This is an optimization exercise on Yosys and OpenROAD, whose aim is small area and a short achievable clock period, not a production implementation.
Only simulation tests tie the RTL to the original design; equivalence was not proved.
No activity file was given, so power comes from the tool's default toggle rates.

## alu16_top
module alu16_top (
    input clk,
    input [5:0] alufn,
    input [15:0] a,
    input [15:0] b,
    output reg [15:0] y
  );
Size in the first run: ~55 I/O pins, ~6400 um^2 of cells after synthesis.
clock: 6.5 ns
lec_check: 0
cap_margin: 0
core_margin: 2
core_utilization: 55
cts_buf_list: sky130_fd_sc_hd__clkbuf_4 sky130_fd_sc_hd__clkbuf_8
place_density: 0.75
setup_slack_margin: 3.0
slew_margin: 0
buffer_ports_args: -buffer_cell sky130_fd_sc_hd__buf_1
standard.sh (not shown) runs the stock make flow with config.mk's settings and CLKGATE_MAP_FILE= SYNTH_SCRIPT=/design/flow/synth_recipe.tcl, a recipe that flattens the netlist after the stock synthesis.
==> flow/flow/run.sh <==
#!/bin/bash
# Standard layout (the standard.sh) with two changes to its settings:
# half-adder cells are kept out of synthesis (abc maps half adders to plain
# gates), and the port buffers are the smallest buffer cell.  The tools'
# output goes to standard.log here.
set -e
cat >> "$FLOW_CONFIG" <<'EOC'
export DONT_USE_CELLS += sky130_fd_sc_hd__ha_1 sky130_fd_sc_hd__ha_2 sky130_fd_sc_hd__ha_4
export BUFFER_PORTS_ARGS = -buffer_cell sky130_fd_sc_hd__buf_1
EOC
bash standard.sh > standard.log 2>&1
Change:
--- a/flow/config.mk
+++ b/flow/config.mk
@@ -10,6 +10,5 @@
 export CORE_UTILIZATION = 55
 export CTS_BUF_LIST = sky130_fd_sc_hd__clkbuf_4 sky130_fd_sc_hd__clkbuf_8
-export PLACE_DENSITY = 0.75
-export SETUP_SLACK_MARGIN = 3.0
+export SETUP_SLACK_MARGIN = 3.15
 export SLEW_MARGIN = 0
 export DONT_USE_CELLS += sky130_fd_sc_hd__ha_1 sky130_fd_sc_hd__ha_2 sky130_fd_sc_hd__ha_4
Result:
- hold slack gets better by 8.6 ps
- worst setup slack gets better by 90 ps
- cell area goes up by 3.6%
- die area does not change
- non-clock buffer count goes down by 2
- via count goes down by 0.50%
- critical path depth goes up by 3
- count of clock-buffer cells in the layout is unchanged
- wire length goes up by 3.3%
Change:
--- a/flow/config.mk
+++ b/flow/config.mk
@@ -10,5 +10,5 @@
 export CORE_UTILIZATION = 55
 export CTS_BUF_LIST = sky130_fd_sc_hd__clkbuf_4 sky130_fd_sc_hd__clkbuf_8
-export SETUP_SLACK_MARGIN = 3.15
+export SETUP_SLACK_MARGIN = 2.85
 export SLEW_MARGIN = 0
 export DONT_USE_CELLS += sky130_fd_sc_hd__ha_1 sky130_fd_sc_hd__ha_2 sky130_fd_sc_hd__ha_4
The changed run passed the timing, design-rule and antenna checks. Synthesized area is unchanged. Wire length decreases by a few percent. Core utilization is lower by 5.4 points. Power went down by a few percent. Worst setup slack degrades by 200 ps. Worst hold slack is worse by 3.1 ps. Design area went down by a little under a tenth. Critical path depth shrinks by 2. Count of clock-buffer cells in the layout is unchanged. Clock power is about the same.
Change:
--- a/flow/config.mk
+++ b/flow/config.mk
@@ -8,7 +8,7 @@
 export CAP_MARGIN = 0
 export CORE_MARGIN = 2
-export CORE_UTILIZATION = 55
+export CORE_UTILIZATION = 45
 export CTS_BUF_LIST = sky130_fd_sc_hd__clkbuf_4 sky130_fd_sc_hd__clkbuf_8
-export SETUP_SLACK_MARGIN = 2.85
+export SETUP_SLACK_MARGIN = 2.9
 export SLEW_MARGIN = 0
 export DONT_USE_CELLS += sky130_fd_sc_hd__ha_1 sky130_fd_sc_hd__ha_2 sky130_fd_sc_hd__ha_4
The changed run produced a clean layout.
Core utilization drops by 10 points.
Combinational power is higher by about 2%.
Clock skew hardly moves.
Worst setup slack gets worse by 14 ps.
Count of clock-buffer cells in the layout does not change.
Routed wire length increases by 5.2%.
Global-route usage falls by 4.6 points.
First-iteration DRC count rises by 48%.
Total power fell by 0.59%.

---

v36:
Another version of the RTL of alu16_top (not shown whole).
For scale: ~800 cells after synthesis, roughly 79 flip-flops, about 0.0066 mm^2 of cells after synthesis.
==> flow/config.mk <==
export PLATFORM = sky130hd
export DESIGN_NAME = alu16_top
export DESIGN_NICKNAME = alu16_top
export VERILOG_FILES = /design/flow/design.v
export SDC_FILE = /design/flow/constraint.sdc
export NUM_CORES = 4
export LEC_CHECK = 0
export CAP_MARGIN = 20
export CORE_MARGIN = 2
export CORE_UTILIZATION = 55
export CTS_BUF_LIST = sky130_fd_sc_hd__clkbuf_4 sky130_fd_sc_hd__clkbuf_8
export SETUP_SLACK_MARGIN = 3.3
export SLEW_MARGIN = 20
export DONT_USE_CELLS += sky130_fd_sc_hd__ha_1 sky130_fd_sc_hd__ha_2 sky130_fd_sc_hd__ha_4
export BUFFER_PORTS_ARGS = -buffer_cell sky130_fd_sc_hd__buf_1
==> flow/constraint.sdc <==
create_clock -name core_clock -period 6.5 [get_ports {clk}]
set_input_delay 1.3000 -clock core_clock [delete_from_list [all_inputs] [get_ports {clk}]]
set_output_delay 1.3000 -clock core_clock [all_outputs]
set_load 0.01 [all_outputs]
Scripts as last shown in full above: flow/flow/run.sh
v36: full flow OK, the timing, design-rule and antenna checks passed
Changes in v33 relative to v36:
diff --git a/flow/config.mk b/flow/config.mk
--- a/flow/config.mk
+++ b/flow/config.mk
@@ -6,10 +6,11 @@
 export NUM_CORES = 4
 export LEC_CHECK = 0
-export CAP_MARGIN = 20
+export ABC_AREA = 1
+export CAP_MARGIN = 0
 export CORE_MARGIN = 2
 export CORE_UTILIZATION = 55
 export CTS_BUF_LIST = sky130_fd_sc_hd__clkbuf_4 sky130_fd_sc_hd__clkbuf_8
-export SETUP_SLACK_MARGIN = 3.3
-export SLEW_MARGIN = 20
+export SETUP_SLACK_MARGIN = 3.0
+export SLEW_MARGIN = 0
 export DONT_USE_CELLS += sky130_fd_sc_hd__ha_1 sky130_fd_sc_hd__ha_2 sky130_fd_sc_hd__ha_4
 export BUFFER_PORTS_ARGS = -buffer_cell sky130_fd_sc_hd__buf_1
Findings:
- The higher actual slew at the worst max-slew pin came out of v33.
- Between v36 and v33, area after synthesis is higher for v33, v36 comes in under that.
- Total non-filler cell area in the finished layout (v33 over v36): decrease, about 8%
- Against v36, v33 comes in 1.2 points higher on clock network power share.
- Of the two values seen for critical path startpoint, b[2] was produced by v36 and alufn[5] by v33.
- Delta (v33 minus v36): clock tree cell share of total cell area saw an increase; cell count along the critical path saw a decrease; part of the power in combinational logic saw a decrease.
- Summary of v33 over v36: number of clock buffers in the layout grew by 2; routed wire length held steady.
> inputs changed (v33 -> v52)
diff --git a/flow/config.mk b/flow/config.mk
--- a/flow/config.mk
+++ b/flow/config.mk
@@ -6,11 +6,10 @@
 export NUM_CORES = 4
 export LEC_CHECK = 0
-export ABC_AREA = 1
-export CAP_MARGIN = 0
+export CAP_MARGIN = 20
 export CORE_MARGIN = 2
-export CORE_UTILIZATION = 55
+export CORE_UTILIZATION = 68
 export CTS_BUF_LIST = sky130_fd_sc_hd__clkbuf_4 sky130_fd_sc_hd__clkbuf_8
 export SETUP_SLACK_MARGIN = 3.0
-export SLEW_MARGIN = 0
+export SLEW_MARGIN = 20
 export DONT_USE_CELLS += sky130_fd_sc_hd__ha_1 sky130_fd_sc_hd__ha_2 sky130_fd_sc_hd__ha_4
 export BUFFER_PORTS_ARGS = -buffer_cell sky130_fd_sc_hd__buf_1
Findings:
Count of mapped cells out of synthesis (v52 vs. v33) decreases by more than a quarter. Worst setup path startpoint: alufn[5] -> v33, alufn[1] -> v52. From v33 to v52 the numbers moved as follows: clock power rose by 9.5%; wire length fell by 9.6%. v33 ended up with o21ai_1 as its highest-delay cell along the critical path; v52 ended up with fa_1. When the final numbers for v33 and v52 were put side by side, the worst supply voltage drop on vdd turned out to be greater in v52. Relative to v33, the area taken by multi-input logic gates measured on v52 has decreased by a few percent.
diff inputs: v52 => v14
diff --git a/flow/config.mk b/flow/config.mk
--- a/flow/config.mk
+++ b/flow/config.mk
@@ -8,7 +8,7 @@
 export CAP_MARGIN = 20
 export CORE_MARGIN = 2
-export CORE_UTILIZATION = 68
+export CORE_UTILIZATION = 55
 export CTS_BUF_LIST = sky130_fd_sc_hd__clkbuf_4 sky130_fd_sc_hd__clkbuf_8
-export SETUP_SLACK_MARGIN = 3.0
+export SETUP_SLACK_MARGIN = 2.7
 export SLEW_MARGIN = 20
 export DONT_USE_CELLS += sky130_fd_sc_hd__ha_1 sky130_fd_sc_hd__ha_2 sky130_fd_sc_hd__ha_4
Group with the largest share of power = combinational logic: v52; group with the largest share of power = sequential cells: v14
Where wire length is concerned, v52 is outperformed by v14.
Compared with v52, in v14 total power went down; part of the power in combinational logic increased by 0.2 points relative to the old numbers; die extent in y picked up an extra 11 um; worst supply voltage drop on vdd now sits lower.
alufn[1] as the worst setup path startpoint was reported by v52, and b[2] by v14.
Number of placed cells counting well taps went up slightly going from v52 to v14.
Final weighted congestion of routability-driven global placement (v14 vs. v52) decreases by a few percent

## what the ideal ports hide
In the flow no input, the clock included, has a driving cell. The finished layouts below were timed again as built, in two steps.
Step 1 assumes that a clkbuf_16 drives the clock port and a buf_2 every other input.
Step 2, shift: input delay + t, output delay - t, t = (earliest + latest rising clock arrival at the registers) / 2. This alone moves slack from input paths to output paths.
Slacks: ideal ports / drivers / drivers and shift; pairs: ideal ports / drivers.
run	t, ns	setup WS [ns]	worst setup path after step 2	worst register clock-pin slew, ns
the first run of note 1	0.390	3.091 / 3.101 / 2.711	input to register	0.09 / 0.09
the second run of note 1	0.387	3.181 / 3.194 / 2.807	input to register	0.09 / 0.09
the third run of note 1	0.387	2.979 / 2.992 / 2.606	input to register	0.08 / 0.08
the fourth run of note 1	0.393	2.965 / 2.976 / 2.583	input to register	0.09 / 0.09
v36	0.389	3.247 / 3.259 / 2.871	input to register	0.09 / 0.09
v33	0.388	3.122 / 3.134 / 2.746	input to register	0.09 / 0.09
v52	0.393	3.001 / 3.008 / 2.616	input to register	0.08 / 0.08
v14	0.382	2.765 / 2.765 / 2.383	input to register	0.08 / 0.08
After both steps setup and hold are still met in every run listed. For v52, which loses most, drivers alone change the setup slack by +0.007 ns; drivers and shift together by -0.385 ns.
